This design comes from an exercise in tuning for small area, a short achievable clock period and few clock cycles per item on the open sky130 flow, not from production work.
The RTL was checked by simulation tests, not by an equivalence proof against the original design.
Power is estimated from default activity; no workload was simulated.

==> design/flow/design.v <==
`timescale 1ns/10ps
module LBP (
	input  clk,
	input  reset,
	output reg [13:0] gray_addr,
	output reg        gray_req,
	input             gray_ready,
	input      [7:0]  gray_data,
	output reg        lbp_valid,
	output reg [13:0] lbp_addr,
	output reg [7:0]  lbp_data,
	output reg        finish
);
	localparam H = 8;            
	wire [6:0] row = gray_addr[13:7];
	wire [6:0] col = gray_addr[6:0];
	reg  [2:0] s;                
	reg        endc;             
	reg        ends;             
	reg        last;             
	wire [6:0] row_step = {{4{endc}}, {2{ends}}, 1'b1};
	always @(posedge clk) begin
		if (reset) begin
			gray_req  <= 1'b0;
			lbp_valid <= 1'b0;
			finish    <= 1'b0;
		end else begin
			gray_req  <= gray_ready & ~finish & ~(gray_req & last);
			lbp_valid <= gray_req & (s >= 3'd2) & (col >= 7'd2);
			if (gray_req & last) finish <= 1'b1;
		end
	end
	always @(posedge clk) begin
		if (gray_req) begin
			{gray_addr[6:0], s} <= {col, s} + 10'd1;
			gray_addr[13:7] <= row + row_step;
		end else begin
			{gray_addr, s} <= 17'd0;
		end
	end
	always @(posedge clk) begin
		endc <= (s == 3'd6);
		ends <= (s == 3'd6) & (col == 7'd127);
		last <= (s == 3'd6) & (col == 7'd127) & (row == 7'd126);
	end
	reg [7:0] d [0:H];
	integer i;
	always @(posedge clk) begin
		d[0] <= gray_data;
		for (i = 1; i <= H; i = i + 1) d[i] <= d[i-1];
	end
	function [1:0] tcmp;
		input [7:0] a, b;
		reg [7:0] g, e;
		reg [3:0] g2, e2;
		reg [1:0] g4, e4;
		integer k;
		begin
			g = a & ~b; e = ~(a ^ b);
			for (k = 0; k < 4; k = k + 1) begin
				g2[k] = g[2*k+1] | (e[2*k+1] & g[2*k]);
				e2[k] = e[2*k+1] & e[2*k];
			end
			for (k = 0; k < 2; k = k + 1) begin
				g4[k] = g2[2*k+1] | (e2[2*k+1] & g2[2*k]);
				e4[k] = e2[2*k+1] & e2[2*k];
			end
			tcmp = {g4[1] | (e4[1] & g4[0]), e4[1] & e4[0]};
		end
	endfunction
	wire [7:0] c = d[H];
	wire [1:0] r_dg = tcmp(gray_data, c), r_hz = tcmp(d[0], c);
	wire [1:0] r_ad = tcmp(d[1], c),      r_vt = tcmp(d[H-1], c);
	wire ge_dg = r_dg[1] | r_dg[0],  le_dg = ~r_dg[1];
	wire ge_hz = r_hz[1] | r_hz[0],  le_hz = ~r_hz[1];
	wire ge_ad = r_ad[1] | r_ad[0],  le_ad = ~r_ad[1];
	wire ge_vt = r_vt[1] | r_vt[0],  le_vt = ~r_vt[1];
	reg [H:0]   q_dg;    
	reg [H-1:0] q_hz;
	reg [H-2:0] q_ad;
	reg         q_vt;
	always @(posedge clk) begin
		q_dg <= {q_dg[H-1:0], le_dg};
		q_hz <= {q_hz[H-2:0], le_hz};
		q_ad <= {q_ad[H-3:0], le_ad};
		q_vt <= le_vt;
	end
	always @(posedge clk) begin
		lbp_addr <= {row - 7'd1, col - 7'd1};
		lbp_data <= {ge_dg, ge_vt, q_ad[H-2], ge_hz, q_hz[H-1], ge_ad, q_vt, q_dg[H]};
	end
endmodule
==> design/flow/flow/run.sh <==
#!/bin/bash
# Standard layout with custom clock tree synthesis arguments.
set -euo pipefail
bash standard.sh finish "CTS_ARGS=-sink_clustering_enable -repair_clock_nets -root_buf sky130_fd_sc_hd__clkbuf_16 -buf_list sky130_fd_sc_hd__clkbuf_16 -sink_clustering_size 40 -sink_clustering_max_diameter 200 -dont_use_dummy_load" > standard_flow.log 2>&1
==> design/flow/standard.sh <==
#!/bin/bash
# synth_recipe.tcl (not shown) runs the flow's synth.tcl, then flattens the netlist and writes it again
# the make line also repeats each setting of config.mk as NAME=value (left out here)
make -C /OpenROAD-flow-scripts/flow DESIGN_CONFIG=/design/flow/config.mk WORK_HOME=/design/flow/orfs CLKGATE_MAP_FILE= SYNTH_SCRIPT=/design/flow/synth_recipe.tcl "${@:-finish}"
==> design/flow/config.mk <==
export PLATFORM = sky130hd
export DESIGN_NAME = LBP
export DESIGN_NICKNAME = LBP
export VERILOG_FILES = /design/flow/design.v
export SDC_FILE = /design/flow/constraint.sdc
export NUM_CORES = 4
export LEC_CHECK = 0
export CAP_MARGIN = 20
export CORE_MARGIN = 2
export CORE_UTILIZATION = 60
export SETUP_SLACK_MARGIN = 2.5
export SLEW_MARGIN = 20
==> design/flow/constraint.sdc <==
create_clock -name core_clock -period 4.0 [get_ports {clk}]
set_input_delay 0.8000 -clock core_clock [delete_from_list [all_inputs] [get_ports {clk}]]
set_output_delay 0.8000 -clock core_clock [all_outputs]
set_load 0.01 [all_outputs]
==> flow_summary.yaml, run 1 <==
logic_synthesis:
  ys_types: 41
  synth_common_cells: "dfxtp_1, ha_1, a21oi_1"
  syn_area_sq_mm: 0.00442
  synth-seq-area-share_pct: 64.3
  ys_seq_elements: 142
  synthTopCellsByArea: "dfxtp_1, ha_1, a21oi_1, o21ai_0, xnor2_1"
  yosysTopAreaCell: "dfxtp_1"
  synth-main-ff-cell: "dfxtp_1"
  synthCells: 360
  synth_edf_count: 0
  synthArstFlopShare_pct: 0
  syn_area_per_cell_sq_um: 12.3
  synth.most_common_cell: "dfxtp_1"
  syn_nets: 416
  synth_top_cell_area_share_pct: 64.3
  yosysWarningCount: 2
cells_and_area:
  syn2layout_area_growth_pct: 31.6
  n_fill_cell: 410
  diodes: 0
  drive_above_1_share_pct: 30.4
  final_net_count: 502
critical_path:
  required_ns: 3.20
  crit_slowest_cell: "dfxtp_4"
  critPathKind: "reg -> out"
  worstPathMaxFanout: 2
  crit_chain: "buf_6"
  r2r-end: "gray_addr[12]"
  path_delay_family: "flip-flops"
  rrSetupSlack_ns: 2.47
  max_stage_delay_ns: 0.35
  worstSetupStartpointType: "flip-flop"
  regToRegStartpoint: "gray_addr[8]"
  r2r_cells: 7
  crit_buf_inv: 1
  cp-end-kind: "output pin"
  worst-endpoint-arrival_ns: 0.86
clock_network:
  clock_latency_ns: 0.40
  cts_buffer_depth: 2
  clk_pin_slew_ns: 0.05
  cts_buffers: 17
  h-tree-depth: 4
  cts_tree: "built"
  cts_root_buf: "clkbuf_16"
  cts_sinks: 142
floorplanning:
  die-width_microns: 89.8
  rows: 31
  num_io_pins: 50
  die_area_sq_mm: 0.00807
  core-area_sq_mm: 0.00718
  start_util_pct: 61.6
  die_y_microns: 89.8
power_and_ir_drop:
  vdd.ir_drop.worst_uv: 415
  pwr_density_cell_mw_per_mm2: 499
  p_leak_nw: 2.57
drt:
  viasPerCell: 5.21
  wl_per_cell_microns: 14.4
  vias: 2828
  drtAntennaViolNets: 0
  drt-initial-drc-count: 57
  drc: 0
  wirelength_microns: 7800
  firstDrtPassIters: 4
global_route:
  overflow: 0
  grt_pass1_wl_microns: 12400
  grt_max_degree: 17
  grt_usage_pct: 19.5
  grt_pass1_vias: 2784
  antenna_found_initial: 0
hold_path:
  hold_path_startpoint: "d[5][0]"
  hold_path_end: "d[6][0]"
  min_path_cells: 0
  hp-class: "reg -> reg"
place:
  place_ws_ns: 1.80
  portBuffers: 49
  dp_hpwl_microns: 4660
  gp_congestion: 0.765
sta:
  fin_worst_skew_ns: 0.0164
  hold_violations: 0
  fin_ws_ns: 2.34
  maxSlewViolCount: 0
  period_share_pct: 41.4
  rsz0062_at_grt: "yes"
  relSlewSlack_pct: 74.1
  fmax_mhz: 604
  timing.hold.ws_ns: 0.314
  setup_viol: 0
  setup_tns_ns: 0
  period_needed_ns: 1.66
  worst_slew_pin_slew_ns: 0.384
job:
  maxCapViolations: 0
run_status:
  status: "finished clean"
cell usage in the layout (no fill, tap or decap), types with 4 or more instances in the layout:
cell type / n
a21oi_1: 18
and2_1: 8
buf_2: 15
buf_4: 20
buf_6: 26
clkbuf_16: 17
dfxtp_1: 116
dfxtp_2: 14
dfxtp_4: 12
dlygate4sd2_1: 6
ha_1: 32
ha_4: 11
inv_1: 15
nand2_1: 14
nand3_1: 6
nand4_1: 4
nor2_1: 12
nor2b_1: 4
nor3_1: 7
o21ai_0: 12
xnor2_1: 9
xor2_1: 9
routing by layer:
layer / up-vias / GRT usage (%) / wire length [microns]
met5: - / 0 / 0
met4: 0 / 8.97 / 106
met3: 12 / 7.21 / 300
met2: 68 / 33.8 / 4120
met1: 1349 / 21.2 / 3270
li1: 1399 / - / -
power breakdown:
group | switching [mW] | internal (mW) | total [mW]
clock | 0.468 | 0.733 | 1.20
sequential | 0.0280 | 1.50 | 1.53
combinational | 0.0865 | 0.0837 | 0.170
total | 0.582 | 2.32 | 2.90
per-stage QoR:
stage               power [mW]  area [sq um]  instances  utilization (%)
floorplan                 1.65          4500        360                -
global placement          1.72          5090        504             71.0
detailed placement        1.73          5090        504             71.0
CTS                       2.91          5670        538             79.0
global route              3.02          5820        543             81.1
finish                    2.90          5820        543             81.1
how the worst max path moves through the flow:
stage | to | cells after the start | from | slack (ns)
after floorplan | lbp_data[7] | 4 | gray_data[1] | 2.48
after global placement | gray_req | 1 | gray_req | 1.81
after detailed placement | gray_req | 1 | gray_req | 1.80
after CTS | gray_addr[9] | 1 | gray_addr[9] | 2.33
after global routing | gray_addr[9] | 1 | gray_addr[9] | 2.31
final | gray_addr[9] | 1 | gray_addr[9] | 2.34
state kept, by name, summed over array words and instances (netlist names):
| signal | flops |
|---|---|
| lbp_addr | 14 |
| lbp_valid | 1 |
| gray_req | 1 |
| lbp_data | 8 |
| last | 1 |
| s | 3 |
| q_dg | 9 |
| d | 72 |
| gray_addr | 14 |
| q_hz | 8 |
| finish | 1 |
| q_ad | 7 |
| ends | 1 |
| q_vt | 1 |
| endc | 1 |
area by class of cell:
class / count / area (sq um) / share of cell area (%)
Clock buffer: 17 / 425 / 7.31
Inverter: 19 / 73.8 / 1.27
Multi-Input combinational cell: 195 / 1680 / 28.8
Sequential cell: 142 / 2910 / 49.9
Tap cell: 99 / 124 / 2.13
Timing Repair Buffer: 71 / 613 / 10.5
cell families (layout without fill, tap and decap cells):
logic type                 count (synthesis)  after routing  share of synthesized area [%]
AOI/OAI and AO/OA                         56             56                           7.50
xor gates and xnor gates                  18             18                           3.57
adders and majority gates                 45             45                           12.9
buffers and inverters                     23            107                           2.15
DFF                                      142            142                           64.3
and+or+nand+nor                           76             76                           9.59
what timing repair did:
item / in CTS / in global routing
endpoints found under the setup margin: 44 / 48
setup buffers: 17 / 5
hold buffers: 0 / 0
resized for setup: 222 / 27
pin swaps: 15 / 14
Testbench counts, summed over its fixed seeds: cycles 344,080, images 16.
==> run 2, diff against run 1 <==
==> design/flow/flow/run.sh (replaced) <==
#!/bin/bash
# Standard layout with custom clock tree synthesis arguments.
set -euo pipefail
bash standard.sh finish "CTS_ARGS=-sink_clustering_enable -repair_clock_nets -root_buf sky130_fd_sc_hd__clkbuf_16 -buf_list sky130_fd_sc_hd__clkbuf_8 -sink_clustering_size 30 -sink_clustering_levels 1 -dont_use_dummy_load" > standard_flow.log 2>&1
==> flow_summary.yaml, run 2 <==
logic_synthesis:
  synth_common_cells: "dfxtp_1, ha_1, a21oi_1"
  yosysWarningCount: 2
  synth.most_common_cell: "dfxtp_1"
  syn_area_per_cell_sq_um: 12.3
  synth_edf_count: 0
  yosysTopAreaCell: "dfxtp_1"
  synthCells: 360
  synth_simple_gate_area_share_pct: 9.59
  synth-main-ff-cell: "dfxtp_1"
  synth.mux.area_fraction_pct: 0
  synthTopCellsByArea: "dfxtp_1, ha_1, a21oi_1, o21ai_0, xnor2_1"
  ys_seq_elements: 142
  syn_area_sq_mm: 0.00442
  synth_top_cell_area_share_pct: 64.3
  synthXorXnorAreaFrac_pct: 3.57
  syn_nets: 416
  synth-seq-area-share_pct: 64.3
  synth_compound_area_share_pct: 7.50
  yosys.area_share.adder_pct: 12.9
  synth_top_family_by_area: "adder cells"
  synthArstFlopShare_pct: 0
  ys_types: 41
sta:
  fin_worst_skew_ns: 0.0279
  worst_slew_pin_slew_ns: 0.379
  maxSlewViolCount: 0
  relSlewSlack_pct: 74.4
  setup_viol: 0
  rsz0062_at_grt: "yes"
  hold_violations: 0
  period_share_pct: 40.6
  period_needed_ns: 1.63
  fmax_mhz: 615
  setup_tns_ns: 0
critical_path:
  crit_chain: "buf_2"
  worstPathMaxFanout: 1
  rrSetupSlack_ns: 2.49
  max_stage_delay_ns: 0.34
  crit_buf_inv: 1
  worstSetupStartpointType: "flip-flop"
  crit_start: "lbp_addr[2]"
  required_ns: 3.20
  cp-end-kind: "output pin"
  worst-endpoint-arrival_ns: 0.83
  regToRegStartpoint: "gray_addr[8]"
  critPathKind: "reg -> out"
  crit_slowest_cell: "dfxtp_1"
  path_delay_family: "flip-flops"
cells_and_area:
  final_net_count: 500
  final_common_cell: "dfxtp_1"
  syn2layout_area_growth_pct: 27.4
  layout_common_cells: "dfxtp_1, ha_1, buf_6"
  design_area_sq_mm: 0.00563
  largest_registers: "d (72), gray_addr (14), lbp_addr (14)"
  largest_reg_flops: 72
  drive_above_1_share_pct: 31.0
  largest_register: "d"
  diodes: 0
clock_network:
  cts_tree: "built"
  cts_root_buf: "clkbuf_16"
  clock_latency_ns: 0.35
  cts_buffer_depth: 2
  h-tree-depth: 4
  cts_sinks: 142
  clk_pin_slew_ns: 0.07
  hold_buffers: 0
  cts_buffers: 17
drt:
  drt-initial-drc-count: 66
  vias: 2768
  drtAntennaViolNets: 0
  drc: 0
  wl_per_cell_microns: 14.2
  viasPerCell: 5.12
  firstDrtPassIters: 4
  wirelength_microns: 7700
floorplanning:
  start_util_pct: 61.6
  die_area_sq_mm: 0.00807
  core-area_sq_mm: 0.00718
  die-width_microns: 89.8
  die_y_microns: 89.8
  rows: 31
  num_io_pins: 50
power_and_ir_drop:
  vdd.ir_drop.worst_uv: 341
  p_leak_nw: 2.46
  pwr_density_cell_mw_per_mm2: 447
global_route:
  grt_usage_pct: 19.4
  grt_max_degree: 17
  grt_pass1_wl_microns: 12400
  antenna_found_initial: 0
  overflow: 0
  grt_pass1_vias: 2790
run_status:
  status: "finished clean"
place:
  gp_congestion: 0.765
  portBuffers: 49
  dp_hpwl_microns: 4660
  placed_cell_area_sq_mm: 0.00509
hold_path:
  hp-class: "reg -> reg"
  hold_path_startpoint: "d[5][0]"
job:
  maxCapViolations: 0
[run 2: cell counts after synthesis]
Identical to the previous run, type by type.
[run 2: cell families (layout without fill, tap and decap cells)]
logic type / count (synthesis) / after routing
buffers and inverters: 23 / 105
XOR/XNOR: 18 / 18
adder cells (fa/ha/maj): 45 / 45
AO/OA/AOI/OAI: 56 / 56
AND/OR/NAND/NOR: 76 / 76
flip-flops: 142 / 142
[run 2: final timing paths]
check,to,depth (start not counted)
worst max-delay path,lbp_addr[2],1
worst min-delay path,d[6][0],0
worst max register to register,gray_addr[13],7
worst min register to register,d[6][0],0
[run 2: stage by stage]
| stage | util [%] | hold WS [ns] | cells | power [mW] | setup WS [ns] |
|---|---|---|---|---|---|
| after floorplan | - | 0.310 | 360 | 1.65 | 2.48 |
| after global placement | 71.0 | 0.310 | 504 | 1.72 | 1.81 |
| after detailed placement | 71.0 | 0.312 | 504 | 1.73 | 1.80 |
| after CTS | 76.4 | 0.312 | 538 | 2.52 | 2.38 |
| after global routing | 78.5 | 0.312 | 541 | 2.63 | 2.33 |
| final | 78.5 | 0.309 | 541 | 2.52 | 2.37 |
[run 2: area by class of cell]
cell class              instances  area [sq um]
flip-flops and latches        142          2910
multi-input cells             195          1690
fillers                       438          1540
repair buffers                 69           591
clock buffers                  17           245
well taps                      99           124
inverters                      19          73.8
[run 2: where the power goes]
group	total, mW	switching (mW)	leakage [nW]	internal, mW
Sequential	1.53	0.0277	1.20	1.50
Clock	0.822	0.422	0.127	0.400
Combinational	0.168	0.0857	1.13	0.0826
[run 2: repair_timing]
action | in CTS | in global routing
resized for setup | 224 | 31
endpoints found under the setup margin | 44 | 47
setup buffers | 17 | 3
pin swaps | 12 | 12
endpoints found under the hold margin | 0 | 0
[run 2: per-layer routing]
layer / track usage [%] / vias up / share of wire, %
li1: - / 1393 / -
met1: 21.3 / 1303 / 43
met2: 33.5 / 60 / 52
met3: 6.79 / 12 / 4.1
met4: 10.0 / 0 / 1.4
met5: 0 / - / 0
[run 2: worst reg2reg max path: stages (launching register included)]
cell,delay [ns]
dfxtp_2,0.34
buf_6,0.13
inv_4,0.04
fa_2,0.36
nand2b_4,0.17
a21oi_4,0.15
o21ai_1,0.06
and3b_1,0.16
==> run 3, diff against run 2 <==
--- a/design/flow/config.mk
+++ b/design/flow/config.mk
@@ -8,5 +8,5 @@
 export CAP_MARGIN = 20
 export CORE_MARGIN = 2
 export CORE_UTILIZATION = 60
-export SETUP_SLACK_MARGIN = 2.5
+export SETUP_SLACK_MARGIN = 2.2
 export SLEW_MARGIN = 20
==> flow_summary.yaml, run 3 <==
power_and_ir_drop:
  swShare_pct: 20.6
  power_frac_comb_pct: 6.1
  p_clk_share_pct: 32.5
  vdd.ir_drop.worst_uv: 356
  pwr_density_cell_mw_per_mm2: 463
  p_int_mw: 1.97
  p_switching_mw: 0.513
  seqPwrFrac_pct: 61.4
  p_leak_nw: 2.39
drt:
  drtAntennaViolNets: 0
  viasPerCell: 5.07
  firstDrtPassIters: 4
  vias: 2693
  drc: 0
  wirelength_microns: 6780
  drt-initial-drc-count: 72
  wl_per_cell_microns: 12.8
sta:
  fmax_mhz: 563
  relSlewSlack_pct: 69.8
  fin_ws_ns: 2.22
  period_needed_ns: 1.78
  rsz0062_at_grt: "yes"
  setup_viol: 0
  period_share_pct: 44.4
  maxSlewViolCount: 0
  hold_violations: 0
  setup_tns_ns: 0
  worst_slew_pin_slew_ns: 0.448
  fin_worst_skew_ns: 0.0203
  timing.hold.ws_ns: 0.309
logic_synthesis:
  synthTopCellsByArea: "dfxtp_1, ha_1, a21oi_1, o21ai_0, xnor2_1"
  synth-seq-area-share_pct: 64.3
  synth_top_cell_area_share_pct: 64.3
  yosys.area_share.adder_pct: 12.9
  yosysWarningCount: 2
  syn_area_per_cell_sq_um: 12.3
  syn_area_sq_mm: 0.00442
  synth_top_family_by_area: "adder cells"
  synth.most_common_cell: "dfxtp_1"
  yosysTopAreaCell: "dfxtp_1"
  synth_common_cells: "dfxtp_1, ha_1, a21oi_1"
  synthArstFlopShare_pct: 0
  synth_simple_gate_area_share_pct: 9.59
  ys_seq_elements: 142
  syn_nets: 416
  ys_types: 41
  synth_edf_count: 0
  synth_compound_area_share_pct: 7.50
  synth-main-ff-cell: "dfxtp_1"
  synth.mux.area_fraction_pct: 0
  synthXorXnorAreaFrac_pct: 3.57
  synthCells: 360
critical_path:
  required_ns: 4.24
  crit_slowest_cell: "clkdlybuf4s50_1"
  cp-end-kind: "flip-flop"
  worst-endpoint-arrival_ns: 2.02
  crit_chain: "clkdlybuf4s50_1 > ha_1 > a41oi_2 > o21ai_1 > a21o_1"
  crit_buf_inv: 1
  worstSetupStartpointType: "primary input"
  critPathKind: "in -> reg"
  r2r_cells: 6
  cp_num_cells: 5
  max_stage_delay_ns: 0.42
  path_delay_family: "compound AO/OA/AOI/OAI gates"
  worstPathMaxFanout: 2
clock_network:
  hold_buffers: 0
  cts_buffer_depth: 2
  clock_latency_ns: 0.35
  cts_root_buf: "clkbuf_16"
  cts_tree: "built"
  cts_buffers: 17
  clk_pin_slew_ns: 0.07
  cts_sinks: 142
  h-tree-depth: 4
global_route:
  grt_pass1_vias: 2552
  grt_max_degree: 17
  grt_pass1_wl_microns: 11300
  grt_usage_pct: 17.9
  overflow: 0
  antenna_found_initial: 0
floorplanning:
  die-width_microns: 89.8
  num_io_pins: 50
  start_util_pct: 61.6
  die_y_microns: 89.8
  die_area_sq_mm: 0.00807
  rows: 31
  core-area_sq_mm: 0.00718
hold_path:
  hp-class: "reg -> reg"
  min_path_cells: 0
cells_and_area:
  design_area_sq_mm: 0.00537
  drive_above_1_share_pct: 14.1
  layout_common_cells: "dfxtp_1, ha_1, dlygate4sd2_1"
  final_util_pct: 74.9
  largest_reg_flops: 72
  final_net_count: 490
  largest_register: "d"
  diodes: 0
  final_common_cell: "dfxtp_1"
  syn2layout_area_growth_pct: 21.5
  largest_registers: "d (72), gray_addr (14), lbp_addr (14)"
  n_fill_cell: 500
place:
  place_ws_ns: 1.75
  dp_hpwl_microns: 4670
  placed_cell_area_sq_mm: 0.00502
  gp_congestion: 0.758
  portBuffers: 49
run_status:
  status: "finished clean"
job:
  maxCapViolations: 0
run 3: cell counts after synthesis:
Identical to the previous run, type by type.
run 3: final timing paths:
| check | endpoint | startpoint | slack, ns |
|---|---|---|---|
| worst max-delay path | lbp_data[7] | gray_data[2] | 2.22 |
| worst min-delay path | q_ad[5] | q_ad[4] | 0.31 |
| worst max register to register | gray_addr[11] | gray_addr[7] | 2.27 |
| worst min register to register | q_ad[5] | q_ad[4] | 0.31 |
run 3: final cells by class:
cell class              count  area (sq um)  share of cell area [%]
clock buffers              17           245                    4.56
inverters                  19          71.3                    1.33
multi-input cells         195          1510                    28.2
flip-flops and latches    142          2880                    53.6
well taps                  99           124                    2.31
repair buffers             59           538                    10.0
run 3: routing by layer:
metal | routed length, microns | part of all wire (%) | global-route usage, % | vias up
li1 | - | - | - | 1374
met1 | 2970 | 44 | 20.7 | 1240
met2 | 3340 | 49 | 29.2 | 69
met3 | 365 | 5.4 | 8.05 | 10
met4 | 110 | 1.6 | 7.18 | 0
met5 | 0 | 0 | 0 | -
run 3: logic make-up (layout without fill, tap and decap cells):
| kind of cell | after synthesis | in the layout |
|---|---|---|
| flops | 142 | 142 |
| simple gates | 76 | 76 |
| compound gates | 56 | 56 |
| fa+ha+maj | 45 | 45 |
| buf+inv | 23 | 95 |
| xor+xnor | 18 | 18 |
run 3: per-stage QoR:
step,power (mW),instances
floorplan,1.64,360
global placement,1.71,505
detailed placement,1.72,505
CTS,2.52,525
global route,2.60,531
finish,2.49,531
run 3: worst register-to-register path, stage by stage, from the launching register on:
cell and delay, ns:
dfxtp_2 0.37, inv_1 0.13, fa_1 0.47, nand2b_1 0.20, a21boi_1 0.19, o21ai_0 0.09
and3b_1 0.16
run 3: what timing repair did:
item / CTS / global route
gates resized for setup: 82 / 19
setup buffers: 2 / 6
endpoints found under the setup margin: 42 / 19
gates cloned: 1 / 0
pin swaps: 0 / 0
run 3: power groups by stage:
stage | sequential (mW) | combinational, mW | clock (mW)
final | 1.53 | 0.152 | 0.808
after CTS | 1.53 | 0.152 | 0.837
after detailed placement | 1.56 | 0.154 | 0
after global routing | 1.53 | 0.173 | 0.897
after floorplan | 1.56 | 0.0740 | 0
after global placement | 1.56 | 0.147 | 0
==> run 4, diff against run 3 <==
--- a/design/flow/config.mk
+++ b/design/flow/config.mk
@@ -8,5 +8,5 @@
 export CAP_MARGIN = 20
 export CORE_MARGIN = 2
 export CORE_UTILIZATION = 60
-export SETUP_SLACK_MARGIN = 2.2
+export SETUP_SLACK_MARGIN = 2.35
 export SLEW_MARGIN = 20
==> flow_summary.yaml, run 4 <==
sta:
  rsz0062_at_grt: "yes"
  period_share_pct: 40.8
  maxSlewViolCount: 0
  hold_violations: 0
  worst_slew_pin_slew_ns: 0.372
  relSlewSlack_pct: 74.9
  setup_tns_ns: 0
  fmax_mhz: 612
  fin_ws_ns: 2.37
  fin_worst_skew_ns: 0.0369
  period_needed_ns: 1.63
  setup_viol: 0
logic_synthesis:
  synth-main-ff-cell: "dfxtp_1"
  synth-seq-area-share_pct: 64.3
  ys_seq_elements: 142
  syn_area_per_cell_sq_um: 12.3
  ys_types: 41
  synthTopCellsByArea: "dfxtp_1, ha_1, a21oi_1, o21ai_0, xnor2_1"
  synth.most_common_cell: "dfxtp_1"
  yosysTopAreaCell: "dfxtp_1"
  synth_top_cell_area_share_pct: 64.3
  yosysWarningCount: 2
  syn_nets: 416
  synth_edf_count: 0
  synthCells: 360
  syn_area_sq_mm: 0.00442
  synth_common_cells: "dfxtp_1, ha_1, a21oi_1"
  synthArstFlopShare_pct: 0
global_route:
  grt_usage_pct: 19.1
  antenna_found_initial: 0
  grt_pass1_vias: 2670
  grt_max_degree: 17
  grt_pass1_wl_microns: 12100
  overflow: 0
place:
  portBuffers: 49
  gp_congestion: 0.768
  placed_cell_area_sq_mm: 0.00502
  dp_hpwl_microns: 4740
  place_ws_ns: 1.78
critical_path:
  worstPathMaxFanout: 6
  crit_chain: "buf_2"
  regToRegStartpoint: "gray_addr[7]"
  cp-end-kind: "output pin"
  critPathKind: "reg -> out"
  crit_buf_inv: 1
  r2r-end: "gray_addr[11]"
  crit_end: "gray_addr[7]"
  rrSetupSlack_ns: 2.39
  path_delay_family: "flip-flops"
  crit_start: "gray_addr[7]"
  crit_slowest_cell: "dfxtp_4"
  cp_num_cells: 1
  worstSetupStartpointType: "flip-flop"
  max_stage_delay_ns: 0.37
  r2r_cells: 6
  worst-endpoint-arrival_ns: 0.83
  required_ns: 3.20
cells_and_area:
  largest_register: "d"
  final_net_count: 495
  layout_common_cells: "dfxtp_1, ha_1, buf_2"
  syn2layout_area_growth_pct: 20.9
  diodes: 0
  final_common_cell: "dfxtp_1"
  largest_registers: "d (72), gray_addr (14), lbp_addr (14)"
  drive_above_1_share_pct: 23.1
  largest_reg_flops: 72
  design_area_sq_mm: 0.00535
clock_network:
  clk_pin_slew_ns: 0.07
  cts_buffers: 17
  cts_tree: "built"
  h-tree-depth: 4
  cts_buffer_depth: 2
  clock_latency_ns: 0.36
  cts_root_buf: "clkbuf_16"
  hold_buffers: 0
  cts_sinks: 142
power_and_ir_drop:
  p_leak_nw: 2.42
  pwr_density_cell_mw_per_mm2: 465
  vdd.ir_drop.worst_uv: 342
floorplanning:
  die_area_sq_mm: 0.00807
  rows: 31
  start_util_pct: 61.6
  num_io_pins: 50
  die_y_microns: 89.8
  core-area_sq_mm: 0.00718
  die-width_microns: 89.8
drt:
  drc: 0
  firstDrtPassIters: 4
  wl_per_cell_microns: 13.3
  drt-initial-drc-count: 67
  vias: 2733
  viasPerCell: 5.10
  drtAntennaViolNets: 0
  wirelength_microns: 7120
job:
  maxCapViolations: 0
run_status:
  status: "finished clean"
hold_path:
  hp-class: "reg -> reg"
## run 4: cell count changes in the layout (fill, tap and decap cells not counted), sizes merged
cell / delta
buf: +43
bufbuf: -1
clkbuf: -5
clkdlybuf4s15: -9
clkdlybuf4s50: -5
dlygate4sd2: -19
dlymetal6s2s: +1
## run 4: worst min-delay path by stage
stage                 start  endpoint  slack, ns  cells after the start
global route        d[3][4]   d[4][4]       0.32                      0
CTS                 d[3][4]   d[4][4]       0.31                      0
global placement    q_dg[5]   q_dg[6]       0.31                      0
floorplan           d[2][0]   d[3][0]       0.31                      0
finish              d[3][4]   d[4][4]       0.31                      0
detailed placement  d[4][0]   d[5][0]       0.31                      0
## run 4: layout make-up
cell class,count,area (sq um)
flip-flops and latches,142,2900
fillers,494,1830
multi-input cells,195,1570
repair buffers,64,442
clock buffers,17,245
well taps,99,124
inverters,19,71.3
## run 4: logic make-up (layout without fill, tap and decap cells)
| kind of cell | count (synthesis) | count (layout) | share of synthesized area (%) |
|---|---|---|---|
| buf+inv | 23 | 100 | 2.15 |
| xor+xnor | 18 | 18 | 3.57 |
| compound gates | 56 | 56 | 7.50 |
| simple gates | 76 | 76 | 9.59 |
| fa+ha+maj | 45 | 45 | 12.9 |
| flops | 142 | 142 | 64.3 |
## run 4: repair_timing
item / CTS / global route
setup buffers: 11 / 4
pin swaps: 4 / 0
gates resized for setup: 201 / 8
setup endpoints to repair: 43 / 13
## run 4: routing by layer
layer | wire, microns | vias up | track usage (%)
met5 | 0 | - | 0
met4 | 97 | 0 | 8.85
met3 | 363 | 12 | 7.04
met2 | 3550 | 71 | 32.2
met1 | 3110 | 1271 | 21.5
li1 | - | 1379 | -
## run 4: stage by stage
stage	total power [mW]	util [%]	hold slack, ns	cells
global placement	1.71	69.9	0.310	504
floorplan	1.64	-	0.310	360
detailed placement	1.72	69.9	0.312	504
finish	2.49	74.5	0.311	536
CTS	2.50	73.6	0.311	532
global route	2.60	74.5	0.316	536
## run 4: report_power, final
group / internal (mW) / switching [mW] / leakage, nW / total, mW
combinational: 0.0681 / 0.0825 / 1.09 / 0.151
clock: 0.399 / 0.413 / 0.127 / 0.812
sequential: 1.50 / 0.0255 / 1.20 / 1.52
total: 1.96 / 0.521 / 2.42 / 2.49
==> run 5, diff against run 4 <==
--- a/design/flow/config.mk
+++ b/design/flow/config.mk
@@ -8,5 +8,5 @@
 export CAP_MARGIN = 20
 export CORE_MARGIN = 2
 export CORE_UTILIZATION = 60
-export SETUP_SLACK_MARGIN = 2.35
+export SETUP_SLACK_MARGIN = 2.7
 export SLEW_MARGIN = 20
==> flow_summary.yaml, run 5 <==
cells_and_area:
  syn2layout_area_growth_pct: 38.9
  n_fill_cell: 346
  final_net_count: 513
  drive_above_1_share_pct: 44.8
  largest_registers: "d (72), gray_addr (14), lbp_addr (14)"
  final_common_cell: "dfxtp_1"
  finalNonFillerCells: 554
  largest_register: "d"
  layout_common_cells: "dfxtp_1, buf_6, ha_4"
  diodes: 0
  largest_reg_flops: 72
critical_path:
  required_ns: 3.20
  rrSetupSlack_ns: 2.44
  r2r_cells: 7
  crit_slowest_cell: "dfxtp_2"
  critPathKind: "reg -> out"
  crit_end: "gray_req"
  worstSetupStartpointType: "flip-flop"
  regToRegStartpoint: "gray_addr[7]"
  cp-end-kind: "output pin"
  r2r-end: "gray_addr[13]"
  crit_buf_inv: 2
  max_stage_delay_ns: 0.33
  crit_start: "gray_req"
  worstPathMaxFanout: 2
  worst-endpoint-arrival_ns: 0.89
  cp_num_cells: 2
  path_delay_family: "flip-flops"
  crit_chain: "buf_8 > buf_6"
logic_synthesis:
  synth_edf_count: 0
  ys_types: 41
  synthXorXnorAreaFrac_pct: 3.57
  syn_nets: 416
  synthArstFlopShare_pct: 0
  synth_top_family_by_area: "adder cells"
  synth-seq-area-share_pct: 64.3
  synthTopCellsByArea: "dfxtp_1, ha_1, a21oi_1, o21ai_0, xnor2_1"
  synth-main-ff-cell: "dfxtp_1"
  yosys.area_share.adder_pct: 12.9
  synthCells: 360
  ys_seq_elements: 142
  syn_area_per_cell_sq_um: 12.3
  synth_common_cells: "dfxtp_1, ha_1, a21oi_1"
  yosysWarningCount: 2
  synth_simple_gate_area_share_pct: 9.59
  synth.mux.area_fraction_pct: 0
  synth.most_common_cell: "dfxtp_1"
  synth_compound_area_share_pct: 7.50
  yosysTopAreaCell: "dfxtp_1"
  synth_top_cell_area_share_pct: 64.3
  syn_area_sq_mm: 0.00442
global_route:
  grt_pass1_vias: 2941
  grt_pass1_wl_microns: 13100
  grt_max_degree: 17
  antenna_found_initial: 0
  overflow: 0
  grt_usage_pct: 20.6
sta:
  maxSlewViolCount: 0
  timing.hold.ws_ns: 0.312
  period_needed_ns: 1.69
  hold_violations: 0
  setup_viol: 0
  rsz0062_at_grt: "yes"
  fin_ws_ns: 2.31
  fmax_mhz: 593
  period_share_pct: 42.2
  setup_tns_ns: 0
  fin_worst_skew_ns: 0.0231
  worst_slew_pin_slew_ns: 0.405
  relSlewSlack_pct: 72.6
power_and_ir_drop:
  power_frac_comb_pct: 8.7
  p_int_mw: 2.01
  p_clk_share_pct: 32.0
  p_switching_mw: 0.572
  seqPwrFrac_pct: 59.3
  p_leak_nw: 2.61
  vdd.ir_drop.worst_uv: 339
  swShare_pct: 22.1
  pwr_density_cell_mw_per_mm2: 421
floorplanning:
  die_area_sq_mm: 0.00807
  rows: 31
  die-width_microns: 89.8
  start_util_pct: 61.6
  core-area_sq_mm: 0.00718
  num_io_pins: 50
  die_y_microns: 89.8
place:
  dp_hpwl_microns: 4820
  gp_congestion: 0.789
  placed_cells: 505
  place_ws_ns: 1.89
  portBuffers: 49
job:
  maxCapViolations: 0
drt:
  drtAntennaViolNets: 0
  wl_per_cell_microns: 17.4
  firstDrtPassIters: 5
  wirelength_microns: 9650
  drt-initial-drc-count: 100
  drc: 0
  viasPerCell: 5.41
  vias: 2995
clock_network:
  cts_root_buf: "clkbuf_16"
  cts_sinks: 142
  cts_buffer_depth: 2
  cts_tree: "built"
  clock_latency_ns: 0.36
  clk_pin_slew_ns: 0.07
  cts_buffers: 17
  h-tree-depth: 4
run_status:
  status: "finished clean"
hold_path:
  hp-class: "reg -> reg"
-- run 5: cells by family after synthesis --
| family | count (synthesis) |
|---|---|
| XOR/XNOR | 18 |
| buffers and inverters | 23 |
| flip-flops | 142 |
| AO/OA/AOI/OAI | 56 |
| adder cells (fa/ha/maj) | 45 |
| AND/OR/NAND/NOR | 76 |
-- run 5: per-stage QoR --
step / total power, mW / utilization [%] / area [sq um]
2_1_floorplan: 1.65 / - / 4560
3_3_place_gp: 1.72 / 71.9 / 5160
3_5_place_dp: 1.73 / 71.9 / 5160
4_1_cts: 2.54 / 80.1 / 5750
5_1_grt: 2.69 / 85.6 / 6140
6_report: 2.59 / 85.6 / 6140
-- run 5: layout make-up --
class	count	area, sq um	share of cell area (%)
multi-input combinational	195	2010	32.7
tap	99	124	2.02
sequential	142	2920	47.5
timing repair buffer	82	754	12.3
clock buffer	17	245	3.99
inverter	19	92.6	1.51
-- run 5: how the worst min path moves through the flow --
stage	start	endpoint	cells past startpoint
after floorplan	d[2][0]	d[3][0]	0
after global routing	d[2][7]	d[3][7]	0
after CTS	d[4][7]	d[5][7]	0
after global placement	q_dg[6]	q_dg[7]	0
after detailed placement	d[3][1]	d[4][1]	0
final	d[6][0]	d[7][0]	0
-- run 5: repair_timing --
action                                 in CTS  in global routing
buffers inserted                           22                  9
pin swaps                                  27                 31
hold buffers                                0                  0
setup endpoints to repair                  51                 60
cloned                                      1                  0
resized for setup                         268                 76
endpoints found under the hold margin       0                  0
-- run 5: metal layers --
metal / part of all wire (%) / vias up / wire [microns] / track usage, %
li1: - / 1409 / - / -
met1: 38 / 1436 / 3650 / 22.0
met2: 54 / 122 / 5200 / 36.7
met3: 5.2 / 28 / 499 / 6.87
met4: 3.0 / 0 / 291 / 10.1
met5: 0 / - / 0 / 0
-- run 5: power groups by stage --
stage	Clock (mW)	Sequential [mW]	Combinational [mW]
after floorplan	0	1.56	0.0819
after global placement	0	1.56	0.156
after detailed placement	0	1.57	0.163
after CTS	0.833	1.53	0.182
after global routing	0.902	1.54	0.242
final	0.828	1.53	0.224
==> run 6, diff against run 5 <==
--- a/design/flow/config.mk
+++ b/design/flow/config.mk
@@ -8,5 +8,5 @@
 export CAP_MARGIN = 20
 export CORE_MARGIN = 2
 export CORE_UTILIZATION = 60
-export SETUP_SLACK_MARGIN = 2.7
+export SETUP_SLACK_MARGIN = 2.0
 export SLEW_MARGIN = 20
==> flow_summary.yaml, run 6 <==
drt:
  drc: 0
  wl_per_cell_microns: 12.7
  drt-initial-drc-count: 68
  drtAntennaViolNets: 0
  viasPerCell: 5.07
  firstDrtPassIters: 4
  wirelength_microns: 6650
  vias: 2648
logic_synthesis:
  syn_area_sq_mm: 0.00442
  ys_seq_elements: 142
  syn_area_per_cell_sq_um: 12.3
  synthArstFlopShare_pct: 0
  synthCells: 360
  yosysTopAreaCell: "dfxtp_1"
  synth_common_cells: "dfxtp_1, ha_1, a21oi_1"
  synth_edf_count: 0
  ys_types: 41
  synth_top_cell_area_share_pct: 64.3
  synthTopCellsByArea: "dfxtp_1, ha_1, a21oi_1, o21ai_0, xnor2_1"
  yosysWarningCount: 2
  synth-seq-area-share_pct: 64.3
  syn_nets: 416
  synth-main-ff-cell: "dfxtp_1"
  synth.most_common_cell: "dfxtp_1"
place:
  gp_congestion: 0.758
  dp_hpwl_microns: 4670
  portBuffers: 49
  place_ws_ns: 1.75
  placed_cells: 505
clock_network:
  cts_setup_buffers: 0
  clk_pin_slew_ns: 0.06
  cts_tree: "built"
  cts_root_buf: "clkbuf_16"
  cts_buffers: 17
  cts_buffer_depth: 2
  h-tree-depth: 4
  clock_latency_ns: 0.35
  cts_sinks: 142
global_route:
  grt_pass1_vias: 2556
  grt_pass1_wl_microns: 11200
  grt_usage_pct: 17.6
  antenna_found_initial: 0
  overflow: 0
  grt_max_degree: 25
sta:
  setup_viol: 0
  period_share_pct: 48.4
  worst_slew_pin_slew_ns: 0.364
  rsz0062_at_grt: "no"
  fin_ws_ns: 2.06
  period_needed_ns: 1.94
  relSlewSlack_pct: 75.4
  maxSlewViolCount: 0
  hold_violations: 0
  fin_worst_skew_ns: 0.0207
  setup_tns_ns: 0
  fmax_mhz: 517
critical_path:
  regToRegStartpoint: "gray_addr[7]"
  worst-endpoint-arrival_ns: 1.14
  critPathKind: "reg -> out"
  required_ns: 3.20
  crit_slowest_cell: "dfxtp_1"
  crit_chain: "buf_8 > dlygate4sd2_1"
  worstSetupStartpointType: "flip-flop"
  max_stage_delay_ns: 0.34
  cp-end-kind: "output pin"
  worstPathMaxFanout: 24
  r2r_cells: 6
  crit_start: "gray_req"
power_and_ir_drop:
  p_leak_nw: 2.46
  p_clk_share_pct: 32.5
  seqPwrFrac_pct: 61.6
  pwr_density_cell_mw_per_mm2: 469
  p_switching_mw: 0.509
  swShare_pct: 20.5
  p_int_mw: 1.98
  vdd.ir_drop.worst_uv: 356
  power_frac_comb_pct: 5.9
cells_and_area:
  largest_registers: "d (72), gray_addr (14), lbp_addr (14)"
  diodes: 0
  largest_reg_flops: 72
  drive_above_1_share_pct: 7.80
  final_net_count: 481
  layout_common_cells: "dfxtp_1, ha_1, dlygate4sd2_1"
  syn2layout_area_growth_pct: 19.9
  finalNonFillerCells: 522
  largest_register: "d"
  final_common_cell: "dfxtp_1"
  final_util_pct: 73.9
  n_fill_cell: 502
floorplanning:
  die-width_microns: 89.8
  start_util_pct: 61.6
  die_area_sq_mm: 0.00807
  rows: 31
  num_io_pins: 50
  die_y_microns: 89.8
  core-area_sq_mm: 0.00718
hold_path:
  hp-class: "reg -> reg"
  hold_path_startpoint: "q_ad[4]"
  min_path_cells: 0
job:
  maxCapViolations: 0
run_status:
  status: "finished clean"
## run 6: cell counts after synthesis
Identical to the previous run, type by type.
## run 6: per-layer routing
| layer | share of wire (%) | up-vias | GRT usage [%] | wire length [microns] |
|---|---|---|---|---|
| met3 | 6.2 | 10 | 8.05 | 411 |
| met2 | 48 | 72 | 28.8 | 3220 |
| met1 | 44 | 1217 | 20.2 | 2940 |
| met5 | 0 | - | 0 | 0 |
| li1 | - | 1349 | - | - |
| met4 | 1.4 | 0 | 7.18 | 92 |
## run 6: power groups by stage
| stage | sequential, mW | clock [mW] | combinational, mW |
|---|---|---|---|
| 2_1_floorplan | 1.56 | 0 | 0.0740 |
| 3_3_place_gp | 1.56 | 0 | 0.147 |
| 3_5_place_dp | 1.56 | 0 | 0.154 |
| 4_1_cts | 1.53 | 0.838 | 0.149 |
| 5_1_grt | 1.54 | 0.896 | 0.167 |
| 6_report | 1.53 | 0.808 | 0.146 |
## run 6: kinds of logic after synthesis
group	count (synthesis)	share of synthesized area [%]
and+or+nand+nor	76	9.59
adders and majority gates	45	12.9
buffers and inverters	23	2.15
DFF	142	64.3
xor gates and xnor gates	18	3.57
AOI/OAI and AO/OA	56	7.50
## run 6: layout make-up
type                    count  area (sq um)  area share, %
inverters                  19          71.3           1.35
multi-input cells         195          1480           28.0
flip-flops and latches    142          2860           53.9
repair buffers             50           517           9.75
well taps                  99           124           2.34
clock buffers              17           245           4.63
## run 6: critical path: cells and delay by family (launching register included)
kind	cells	cell delay [ns]
buf+inv	2	0.46
flops	1	0.34
## run 6: timing repair
| action | CTS | global route |
|---|---|---|
| setup endpoints to repair | 24 | 16 |
| resized for setup | 36 | 17 |
| hold buffers | 0 | 0 |
## run 6: path summary, 6_finish.rpt
check / end / slack [ns]
setup / recovery: gray_req / 2.06
hold / removal: q_ad[5] / 0.31
setup reg to reg: gray_addr[11] / 2.24
hold reg to reg: q_ad[5] / 0.31
## run 6: metrics by stage
| step | hold slack (ns) | instance area (sq um) | total power, mW |
|---|---|---|---|
| finish | 0.310 | 5300 | 2.48 |
| global route | 0.317 | 5300 | 2.60 |
| CTS | 0.314 | 5260 | 2.52 |
| detailed placement | 0.312 | 5020 | 1.72 |
| global placement | 0.309 | 5020 | 1.71 |
| floorplan | 0.310 | 4420 | 1.64 |
==> run 7, diff against run 6 <==
==> design/flow/flow/run.sh (replaced) <==
#!/bin/bash
# Standard layout, with custom clock tree synthesis arguments and port
# buffer cell.
set -euo pipefail
bash standard.sh finish "CTS_ARGS=-sink_clustering_enable -repair_clock_nets -root_buf sky130_fd_sc_hd__clkbuf_16 -buf_list sky130_fd_sc_hd__clkbuf_8 -sink_clustering_size 30 -sink_clustering_levels 1 -dont_use_dummy_load" "BUFFER_PORTS_ARGS=-buffer_cell sky130_fd_sc_hd__buf_2" > standard_flow.log 2>&1
--- a/design/flow/config.mk
+++ b/design/flow/config.mk
@@ -8,5 +8,5 @@
 export CAP_MARGIN = 20
 export CORE_MARGIN = 2
 export CORE_UTILIZATION = 60
-export SETUP_SLACK_MARGIN = 2.0
+export SETUP_SLACK_MARGIN = 2.35
 export SLEW_MARGIN = 20
==> flow_summary.yaml, run 7 <==
run_status:
  status: "finished clean"
logic_synthesis:
  ys_types: 41
  synth_common_cells: "dfxtp_1, ha_1, a21oi_1"
  syn_nets: 416
  synth_edf_count: 0
  synthTopCellsByArea: "dfxtp_1, ha_1, a21oi_1, o21ai_0, xnor2_1"
  synth.most_common_cell: "dfxtp_1"
  synthArstFlopShare_pct: 0
  synthCells: 360
  synth_top_family_by_area: "adder cells"
  syn_area_sq_mm: 0.00442
  synth_top_cell_area_share_pct: 64.3
  yosysWarningCount: 2
  synthXorXnorAreaFrac_pct: 3.57
  yosys.area_share.adder_pct: 12.9
  synth.mux.area_fraction_pct: 0
  synth-main-ff-cell: "dfxtp_1"
  synth_simple_gate_area_share_pct: 9.59
  yosysTopAreaCell: "dfxtp_1"
  syn_area_per_cell_sq_um: 12.3
  ys_seq_elements: 142
  synth-seq-area-share_pct: 64.3
  synth_compound_area_share_pct: 7.50
critical_path:
  worstSetupStartpointType: "flip-flop"
  worstPathMaxFanout: 5
  required_ns: 3.20
  crit_buf_inv: 1
  max_stage_delay_ns: 0.36
  path_delay_family: "flip-flops"
  crit_slowest_cell: "dfxtp_4"
  cp-end-kind: "output pin"
  worst-endpoint-arrival_ns: 0.82
  crit_chain: "buf_6"
  critPathKind: "reg -> out"
floorplanning:
  rows: 31
  die_y_microns: 89.8
  die-width_microns: 89.8
  num_io_pins: 50
  start_util_pct: 61.6
  die_area_sq_mm: 0.00807
  core-area_sq_mm: 0.00718
sta:
  fin_worst_skew_ns: 0.0347
  setup_viol: 0
  hold_violations: 0
  maxSlewViolCount: 0
  period_share_pct: 40.5
  fin_ws_ns: 2.38
  period_needed_ns: 1.62
  worst_slew_pin_slew_ns: 0.391
  fmax_mhz: 617
  relSlewSlack_pct: 73.6
  rsz0062_at_grt: "yes"
  setup_tns_ns: 0
global_route:
  grtUsageMet2_pct: 31.3
  grt_max_degree: 17
  grt_pass1_wl_microns: 11500
  met3_usage_pct: 6.12
  busiest_layer: "met2"
  overflow: 0
  antenna_found_initial: 0
  grtUsageMet1_pct: 19.9
  grt_pass1_vias: 2632
  grt_usage_pct: 18.3
clock_network:
  cts_tree: "built"
  clk_pin_slew_ns: 0.06
  cts_buffers: 17
  h-tree-depth: 4
  clock_latency_ns: 0.37
  cts_sinks: 142
  cts_buffer_depth: 2
  hold_buffers: 0
  cts_root_buf: "clkbuf_16"
place:
  gp_congestion: 0.770
  dp_hpwl_microns: 4660
  portBuffers: 49
  place_ws_ns: 2.11
  placed_cell_area_sq_mm: 0.00477
cells_and_area:
  syn2layout_area_growth_pct: 18.4
  largest_register: "d"
  largest_registers: "d (72), gray_addr (14), lbp_addr (14)"
  final_net_count: 494
  drive_above_1_share_pct: 23.9
  design_area_sq_mm: 0.00524
  largest_reg_flops: 72
  layout_common_cells: "dfxtp_1, ha_1, buf_2"
  final_common_cell: "dfxtp_1"
  diodes: 0
drt:
  drt-initial-drc-count: 48
  wl_per_cell_microns: 12.4
  wirelength_microns: 6650
  drc: 0
  drtAntennaViolNets: 0
  firstDrtPassIters: 4
  viasPerCell: 5.05
  vias: 2703
power_and_ir_drop:
  pwr_density_cell_mw_per_mm2: 471
  vdd.ir_drop.worst_uv: 275
  p_leak_nw: 2.41
hold_path:
  hp-class: "reg -> reg"
job:
  maxCapViolations: 0
==> run 7: cell count changes in the layout (fill, tap and decap cells not counted), sizes merged <==
cell	delta
dlygate4sd2	-23
dlymetal6s2s	-16
buf	+62
clkdlybuf4s50	-10
==> run 7: stage by stage <==
step	instances	util (%)	hold WS, ns	total power [mW]
after CTS	533	72.2	0.319	2.49
after detailed placement	504	66.5	0.312	1.69
after global routing	535	73.0	0.325	2.58
after floorplan	360	-	0.310	1.64
final	535	73.0	0.316	2.46
after global placement	504	66.5	0.310	1.69
==> run 7: what timing repair did <==
item | in CTS | in global routing
gates resized for setup | 33 | 7
endpoints found under the hold margin | 0 | 0
endpoints found under the setup margin | 17 | 10
setup buffers | 12 | 2
pin swaps | 0 | 1
==> run 7: final cells by class <==
cell class              count  area, sq um
flip-flops and latches    142         2900
well taps                  99          124
clock buffers              17          245
inverters                  19         71.3
fillers                   529         1940
multi-input cells         195         1500
repair buffers             63          394
==> run 7: final timing paths <==
kind            startpoint       endpoint  slack (ns)  cells past startpoint
max          gray_addr[12]  gray_addr[12]        2.38                      1
min                d[6][2]        d[7][2]        0.32                      0
max reg2reg   gray_addr[7]  gray_addr[11]        2.45                      6
min reg2reg        d[6][2]        d[7][2]        0.32                      0
==> run 7: kinds of logic (layout without fill, tap and decap cells) <==
| family | Yosys count | in the layout |
|---|---|---|
| compound gates | 56 | 56 |
| simple gates | 76 | 76 |
| xor+xnor | 18 | 18 |
| flops | 142 | 142 |
| buf+inv | 23 | 99 |
| fa+ha+maj | 45 | 45 |
==> run 7: routing by layer <==
layer	wire length, microns	share of wire, %
met4	147	2.2
met5	0	0
met1	2920	44
met2	3280	49
met3	302	4.5
==> run 7: power by group <==
| group | internal [mW] | switching [mW] |
|---|---|---|
| combinational | 0.0593 | 0.0756 |
| sequential | 1.50 | 0.0253 |
| clock | 0.399 | 0.406 |
| total | 1.96 | 0.507 |
==> run 8, diff against run 7 <==
==> design/flow/flow/run.sh (replaced) <==
#!/bin/bash
# Standard layout, with custom clock tree synthesis arguments and port
# buffer cell.
set -euo pipefail
bash standard.sh finish "CTS_ARGS=-sink_clustering_enable -repair_clock_nets -root_buf sky130_fd_sc_hd__clkbuf_16 -buf_list sky130_fd_sc_hd__clkbuf_8 -sink_clustering_size 30 -sink_clustering_levels 1 -dont_use_dummy_load" "BUFFER_PORTS_ARGS=-buffer_cell sky130_fd_sc_hd__buf_1" > standard_flow.log 2>&1
==> flow_summary.yaml, run 8 <==
critical_path:
  path_delay_family: "flip-flops"
  crit_slowest_cell: "dfxtp_4"
  cp-end-kind: "output pin"
  worstSetupStartpointType: "flip-flop"
  critPathKind: "reg -> out"
  worst-endpoint-arrival_ns: 0.82
  crit_buf_inv: 1
  max_stage_delay_ns: 0.38
  worstPathMaxFanout: 5
  crit_chain: "buf_6"
  required_ns: 3.20
sta:
  fin_worst_skew_ns: 0.0190
  relSlewSlack_pct: 72.4
  setup_tns_ns: 0
  rsz0062_at_grt: "yes"
  setup_viol: 0
  period_needed_ns: 1.62
  worst_slew_pin_slew_ns: 0.408
  period_share_pct: 40.4
  timing.hold.ws_ns: 0.311
  hold_violations: 0
  fmax_mhz: 618
  maxSlewViolCount: 0
logic_synthesis:
  synth_edf_count: 0
  synth_top_cell_area_share_pct: 64.3
  syn_nets: 416
  synth_common_cells: "dfxtp_1, ha_1, a21oi_1"
  ys_types: 41
  synth-main-ff-cell: "dfxtp_1"
  synthTopCellsByArea: "dfxtp_1, ha_1, a21oi_1, o21ai_0, xnor2_1"
  ys_seq_elements: 142
  synth.most_common_cell: "dfxtp_1"
  syn_area_per_cell_sq_um: 12.3
  synthArstFlopShare_pct: 0
  yosysTopAreaCell: "dfxtp_1"
  synth-seq-area-share_pct: 64.3
  syn_area_sq_mm: 0.00442
  synthCells: 360
  yosysWarningCount: 2
drt:
  vias: 2677
  firstDrtPassIters: 4
  drtAntennaViolNets: 0
  drt-initial-drc-count: 79
  wirelength_microns: 6660
  drc: 0
  wl_per_cell_microns: 12.4
  viasPerCell: 4.99
floorplanning:
  rows: 31
  start_util_pct: 61.6
  die_area_sq_mm: 0.00807
  core-area_sq_mm: 0.00718
  die_y_microns: 89.8
  die-width_microns: 89.8
  num_io_pins: 50
cells_and_area:
  syn2layout_area_growth_pct: 17.9
  final_common_cell: "dfxtp_1"
  final_net_count: 495
  largest_register: "d"
  diodes: 0
  final_util_pct: 72.7
  finalNonFillerCells: 536
  largest_registers: "d (72), gray_addr (14), lbp_addr (14)"
  layout_common_cells: "dfxtp_1, ha_1, buf_1"
  largest_reg_flops: 72
  drive_above_1_share_pct: 18.1
clock_network:
  hold_buffers: 0
  cts_tree: "built"
  cts_buffers: 17
  cts_sinks: 142
  cts_buffer_depth: 2
  clk_pin_slew_ns: 0.07
  clock_latency_ns: 0.34
  cts_root_buf: "clkbuf_16"
  h-tree-depth: 4
global_route:
  antenna_found_initial: 0
  grt_pass1_vias: 2606
  grt_max_degree: 17
  grt_usage_pct: 17.8
  overflow: 0
  grt_pass1_wl_microns: 11400
power_and_ir_drop:
  vdd.ir_drop.worst_uv: 281
  pwr_density_cell_mw_per_mm2: 472
  p_leak_nw: 2.35
place:
  gp_congestion: 0.780
  portBuffers: 49
  dp_hpwl_microns: 4550
  placed_cells: 504
job:
  maxCapViolations: 0
run_status:
  status: "finished clean"
hold_path:
  hp-class: "reg -> reg"
## run 8: cell counts after synthesis
Identical to the previous run, type by type.
## run 8: cell families after synthesis
group,count (synthesis),synth area share (%)
compound gates,56,7.50
flops,142,64.3
simple gates,76,9.59
fa+ha+maj,45,12.9
xor+xnor,18,3.57
buf+inv,23,2.15
## run 8: stage by stage
step / instance area (sq um) / setup slack (ns) / total power [mW]
final: 5220 / 2.38 / 2.46
after global routing: 5220 / 2.33 / 2.59
after CTS: 5110 / 2.34 / 2.49
after detailed placement: 4710 / 2.07 / 1.69
after global placement: 4710 / 2.16 / 1.68
after floorplan: 4430 / 2.31 / 1.64
## run 8: worst paths after layout
| check | cells after the start | endpoint | start | slack (ns) |
|---|---|---|---|---|
| max | 1 | gray_addr[7] | gray_addr[7] | 2.38 |
| min | 0 | d[4][4] | d[3][4] | 0.31 |
| max reg2reg | 6 | gray_addr[11] | gray_addr[7] | 2.42 |
| min reg2reg | 0 | d[4][4] | d[3][4] | 0.31 |
## run 8: repair_timing
item	4_1_cts	5_1_grt
buffers inserted	11	4
gates resized for setup	43	20
setup endpoints to repair	17	18
## run 8: area by class of cell
| class | count | area, sq um |
|---|---|---|
| Multi-Input combinational cell | 195 | 1510 |
| Tap cell | 99 | 124 |
| Clock buffer | 17 | 245 |
| Fill cell | 518 | 1960 |
| Sequential cell | 142 | 2900 |
| Inverter | 19 | 75.1 |
| Timing Repair Buffer | 64 | 368 |
## run 8: power breakdown
part           internal, mW  switching (mW)
sequential             1.50          0.0261
clock                 0.400           0.406
combinational        0.0554          0.0751
## run 8: routing by layer
layer	up-vias	track usage (%)	wire length, microns
met5	-	0	0
met4	0	6.54	53
met3	5	6.29	295
met2	59	30.6	3290
met1	1235	20.7	3020
li1	1378	-	-
==> run 9, diff against run 8 <==
--- a/design/flow/config.mk
+++ b/design/flow/config.mk
@@ -7,6 +7,6 @@
 export LEC_CHECK = 0
 export CAP_MARGIN = 20
 export CORE_MARGIN = 2
-export CORE_UTILIZATION = 60
+export CORE_UTILIZATION = 75
 export SETUP_SLACK_MARGIN = 2.35
 export SLEW_MARGIN = 20
==> flow_summary.yaml, run 9 <==
cells_and_area:
  syn2layout_area_growth_pct: 17.9
  n_fill_cell: 182
  largest_reg_flops: 72
  drive_above_1_share_pct: 20.8
  design_area_sq_mm: 0.00522
  layout_common_cells: "dfxtp_1, ha_1, buf_1"
  largest_registers: "d (72), gray_addr (14), lbp_addr (14)"
  final_common_cell: "dfxtp_1"
  diodes: 0
  final_net_count: 496
  largest_register: "d"
  final_util_pct: 93.0
critical_path:
  critPathKind: "reg -> reg"
  crit_chain: "buf_4 > ha_1 > nand4_1 > or3_1 > a21boi_0"
  max_stage_delay_ns: 0.40
  required_ns: 4.25
  cp-end-kind: "flip-flop"
  worstSetupStartpointType: "flip-flop"
  worstPathMaxFanout: 6
  rrSetupSlack_ns: 2.35
  worst-endpoint-arrival_ns: 1.90
  crit_slowest_cell: "or3_1"
place:
  gp_congestion: 0.776
  placed_cell_area_sq_mm: 0.00468
  place_ws_ns: 2.12
  portBuffers: 49
  dp_hpwl_microns: 5140
logic_synthesis:
  yosys.area_share.adder_pct: 12.9
  synthXorXnorAreaFrac_pct: 3.57
  ys_seq_elements: 142
  synth_simple_gate_area_share_pct: 9.59
  synth-seq-area-share_pct: 64.3
  ys_types: 41
  synthArstFlopShare_pct: 0
  syn_area_sq_mm: 0.00442
  synth.mux.area_fraction_pct: 0
  synth.most_common_cell: "dfxtp_1"
  syn_nets: 416
  yosysWarningCount: 2
  syn_area_per_cell_sq_um: 12.3
  synth_edf_count: 0
  synth-main-ff-cell: "dfxtp_1"
  synth_common_cells: "dfxtp_1, ha_1, a21oi_1"
  synth_compound_area_share_pct: 7.50
  synthTopCellsByArea: "dfxtp_1, ha_1, a21oi_1, o21ai_0, xnor2_1"
  synth_top_family_by_area: "adder cells"
  yosysTopAreaCell: "dfxtp_1"
  synth_top_cell_area_share_pct: 64.3
  synthCells: 360
power_and_ir_drop:
  vdd.ir_drop.worst_uv: 449
  p_leak_nw: 2.37
  pwr_density_cell_mw_per_mm2: 482
  finalPower_mw: 2.51
floorplanning:
  die_area_sq_mm: 0.00653
  die-width_microns: 80.8
  start_util_pct: 78.8
  rows: 27
  core-area_sq_mm: 0.00561
  die_y_microns: 80.8
  num_io_pins: 50
sta:
  fin_ws_ns: 2.35
  relSlewSlack_pct: 61.0
  fin_worst_skew_ns: 0.0202
  period_share_pct: 41.2
  period_needed_ns: 1.65
  setup_viol: 0
  fmax_mhz: 607
  worst_slew_pin_slew_ns: 0.580
  hold_violations: 0
  setup_tns_ns: 0
  rsz0062_at_grt: "yes"
  maxSlewViolCount: 0
clock_network:
  cts_root_buf: "clkbuf_16"
  clock_latency_ns: 0.36
  clk_pin_slew_ns: 0.07
  cts_sinks: 142
  hold_buffers: 0
  h-tree-depth: 4
  cts_tree: "built"
  cts_buffers: 17
  cts_buffer_depth: 2
global_route:
  grt_usage_pct: 29.8
  grt_pass1_vias: 3097
  overflow: 0
  grt_max_degree: 17
  antenna_found_initial: 0
  grtUsageMet2_pct: 55.3
  grtUsageMet1_pct: 30.6
  met3_usage_pct: 9.67
  busiest_layer: "met2"
  grt_pass1_wl_microns: 14200
drt:
  viasPerCell: 5.94
  firstDrtPassIters: 4
  wirelength_microns: 10200
  wl_per_cell_microns: 19.9
  drt-initial-drc-count: 168
  drtAntennaViolNets: 0
  vias: 3027
  drc: 0
run_status:
  status: "finished clean"
job:
  maxCapViolations: 0
hold_path:
  hp-class: "reg -> reg"
[run 9: cell counts after synthesis]
Identical to the previous run, type by type.
[run 9: timing repair]
| item | 4_1_cts | 5_1_grt |
|---|---|---|
| pin swaps | 0 | 1 |
| resized for setup | 47 | 27 |
| setup buffers | 16 | 0 |
| setup endpoints to repair | 17 | 20 |
| endpoints found under the hold margin | 0 | 0 |
| gates cloned | 0 | 0 |
[run 9: kinds of logic (layout without fill, tap and decap cells)]
| logic type | count (synthesis) | after routing |
|---|---|---|
| and+or+nand+nor | 76 | 76 |
| adders and majority gates | 45 | 45 |
| buffers and inverters | 23 | 101 |
| DFF | 142 | 142 |
| AOI/OAI and AO/OA | 56 | 56 |
| xor gates and xnor gates | 18 | 18 |
[run 9: cell type report]
type / instances / area, sq um / share of cell area [%]
clock buffer: 17 / 245 / 4.70
inverter: 19 / 71.3 / 1.37
multi-input combinational: 195 / 1550 / 29.7
sequential: 142 / 2900 / 55.6
tap: 72 / 90.1 / 1.73
timing repair buffer: 65 / 364 / 6.98
[run 9: worst paths after layout]
path	from	end	cells after the start
min	q_ad[4]	q_ad[5]	0
max reg2reg	gray_addr[0]	gray_addr[4]	5
max	gray_addr[0]	gray_addr[4]	5
min reg2reg	q_ad[4]	q_ad[5]	0
[run 9: power breakdown]
| group | switching [mW] | leakage, nW | internal (mW) |
|---|---|---|---|
| Combinational | 0.0889 | 1.05 | 0.0600 |
| Sequential | 0.0320 | 1.20 | 1.50 |
| Clock | 0.434 | 0.127 | 0.400 |
| Total | 0.555 | 2.37 | 1.96 |
[run 9: metal layers]
| metal | routed length, microns | vias up |
|---|---|---|
| li1 | - | 1381 |
| met1 | 3870 | 1458 |
| met2 | 5250 | 147 |
| met3 | 653 | 41 |
| met4 | 386 | 0 |
| met5 | 0 | - |
[run 9: stage by stage]
stage	cells	hold WS [ns]
2_1_floorplan	360	0.310
3_3_place_gp	477	0.310
3_5_place_dp	477	0.312
4_1_cts	510	0.317
5_1_grt	510	0.318
6_report	510	0.315
[run 9: worst max-delay path, delay by kind of cell, from the launching register on]
| family | cells | cell delay, ns |
|---|---|---|
| buf+inv | 1 | 0.15 |
| simple gates | 2 | 0.60 |
| compound gates | 1 | 0.22 |
| flops | 1 | 0.35 |
| fa+ha+maj | 1 | 0.22 |
==> run 10, diff against run 9 <==
==> design/flow/flow/run.sh (replaced) <==
#!/bin/bash
# Standard layout, with custom clock tree synthesis arguments and port
# buffer cell.
set -euo pipefail
bash standard.sh finish "CTS_ARGS=-sink_clustering_enable -repair_clock_nets -root_buf sky130_fd_sc_hd__clkbuf_16 -buf_list sky130_fd_sc_hd__clkbuf_4 -sink_clustering_size 30 -sink_clustering_levels 1 -dont_use_dummy_load" "BUFFER_PORTS_ARGS=-buffer_cell sky130_fd_sc_hd__buf_1" > standard_flow.log 2>&1
--- a/design/flow/config.mk
+++ b/design/flow/config.mk
@@ -7,6 +7,6 @@
 export LEC_CHECK = 0
 export CAP_MARGIN = 20
 export CORE_MARGIN = 2
-export CORE_UTILIZATION = 75
+export CORE_UTILIZATION = 60
 export SETUP_SLACK_MARGIN = 2.35
 export SLEW_MARGIN = 20
==> flow_summary.yaml, run 10 <==
run_status:
  status: "finished clean"
critical_path:
  crit_buf_inv: 1
  cp-end-kind: "output pin"
  crit_slowest_cell: "dfxtp_4"
  worstSetupStartpointType: "flip-flop"
  path_delay_family: "flip-flops"
  worst-endpoint-arrival_ns: 0.83
  max_stage_delay_ns: 0.37
  crit_chain: "buf_6"
  worstPathMaxFanout: 2
  required_ns: 3.20
  critPathKind: "reg -> out"
logic_synthesis:
  synth_common_cells: "dfxtp_1, ha_1, a21oi_1"
  syn_nets: 416
  synthTopCellsByArea: "dfxtp_1, ha_1, a21oi_1, o21ai_0, xnor2_1"
  yosysWarningCount: 2
  synth-seq-area-share_pct: 64.3
  synth.most_common_cell: "dfxtp_1"
  ys_seq_elements: 142
  ys_types: 41
  syn_area_per_cell_sq_um: 12.3
  yosysTopAreaCell: "dfxtp_1"
  synthArstFlopShare_pct: 0
  synthCells: 360
  syn_area_sq_mm: 0.00442
  synth_edf_count: 0
  synth_top_cell_area_share_pct: 64.3
  synth-main-ff-cell: "dfxtp_1"
sta:
  fmax_mhz: 613
  fin_worst_skew_ns: 0.0321
  worst_slew_pin_slew_ns: 0.396
  setup_tns_ns: 0
  maxSlewViolCount: 0
  fin_ws_ns: 2.37
  setup_viol: 0
  rsz0062_at_grt: "yes"
  hold_violations: 0
  relSlewSlack_pct: 73.2
  period_needed_ns: 1.63
  period_share_pct: 40.8
drt:
  vias: 2691
  drc: 0
  firstDrtPassIters: 4
  viasPerCell: 5.01
  drtAntennaViolNets: 0
  wirelength_microns: 6730
  wl_per_cell_microns: 12.5
  drt-initial-drc-count: 63
clock_network:
  hold_buffers: 0
  cts_tree: "built"
  clock_latency_ns: 0.35
  h-tree-depth: 4
  cts_sinks: 142
  cts_buffers: 17
  cts_buffer_depth: 2
  cts_root_buf: "clkbuf_16"
  clk_pin_slew_ns: 0.11
cells_and_area:
  drive_above_1_share_pct: 20.8
  layout_common_cells: "dfxtp_1, ha_1, a21oi_1"
  syn2layout_area_growth_pct: 16.6
  largest_register: "d"
  diodes: 0
  largest_reg_flops: 72
  largest_registers: "d (72), gray_addr (14), lbp_addr (14)"
  final_common_cell: "dfxtp_1"
  final_net_count: 496
floorplanning:
  rows: 31
  num_io_pins: 50
  die_area_sq_mm: 0.00807
  start_util_pct: 61.6
  die_y_microns: 89.8
  die-width_microns: 89.8
  core-area_sq_mm: 0.00718
global_route:
  grt_pass1_wl_microns: 11400
  grt_usage_pct: 17.9
  antenna_found_initial: 0
  busiest_layer: "met2"
  grtUsageMet1_pct: 20.8
  met3_usage_pct: 6.29
  grt_pass1_vias: 2608
  grtUsageMet2_pct: 30.1
  overflow: 0
  grt_max_degree: 17
place:
  portBuffers: 49
  gp_congestion: 0.780
  place_ws_ns: 2.07
  dp_hpwl_microns: 4550
job:
  maxCapViolations: 0
power_and_ir_drop:
  vdd.ir_drop.worst_uv: 268
  p_leak_nw: 2.35
  pwr_density_cell_mw_per_mm2: 438
hold_path:
  hp-class: "reg -> reg"
[run 10: cell counts after synthesis]
Identical to the previous run, type by type.
[run 10: path summary, 6_finish.rpt]
kind | start | end | slack [ns] | depth (start not counted)
worst max-delay path | gray_addr[2] | gray_addr[2] | 2.37 | 1
worst min-delay path | d[3][4] | d[4][4] | 0.31 | 0
worst max register to register | gray_addr[7] | gray_addr[11] | 2.42 | 6
worst min register to register | d[3][4] | d[4][4] | 0.31 | 0
[run 10: metrics by stage]
stage	util (%)	hold slack [ns]	instance area [sq um]	power, mW	std cells
2_1_floorplan	-	0.310	4430	1.64	360
3_3_place_gp	65.7	0.310	4710	1.68	504
3_5_place_dp	65.7	0.312	4710	1.69	504
4_1_cts	70.3	0.310	5040	2.29	534
5_1_grt	71.8	0.313	5150	2.39	537
6_report	71.8	0.306	5150	2.26	537
[run 10: timing repair]
action                     CTS  global route
setup buffers               13             3
resized for setup           46            34
pin swaps                    0             0
setup endpoints to repair   17            29
[run 10: cell families (layout without fill, tap and decap cells)]
logic type / Yosys count / count (layout) / share of synthesized area [%]
adder cells (fa/ha/maj): 45 / 45 / 12.9
flip-flops: 142 / 142 / 64.3
buffers and inverters: 23 / 101 / 2.15
AND/OR/NAND/NOR: 76 / 76 / 9.59
XOR/XNOR: 18 / 18 / 3.57
AO/OA/AOI/OAI: 56 / 56 / 7.50
[run 10: area by class of cell]
class	count	area [sq um]
Fill cell	532	2020
Tap cell	99	124
Timing Repair Buffer	65	412
Sequential cell	142	2900
Clock buffer	17	145
Multi-Input combinational cell	195	1500
Inverter	19	71.3
[run 10: power breakdown]
| part | internal, mW | switching, mW |
|---|---|---|
| Combinational | 0.0557 | 0.0747 |
| Sequential | 1.50 | 0.0252 |
| Clock | 0.232 | 0.376 |
| Total | 1.78 | 0.476 |
[run 10: layer usage]
layer / part of all wire (%) / vias up
met5: 0 / -
met4: 0.79 / 0
met3: 4.3 / 4
met2: 50 / 63
met1: 45 / 1240
li1: - / 1384
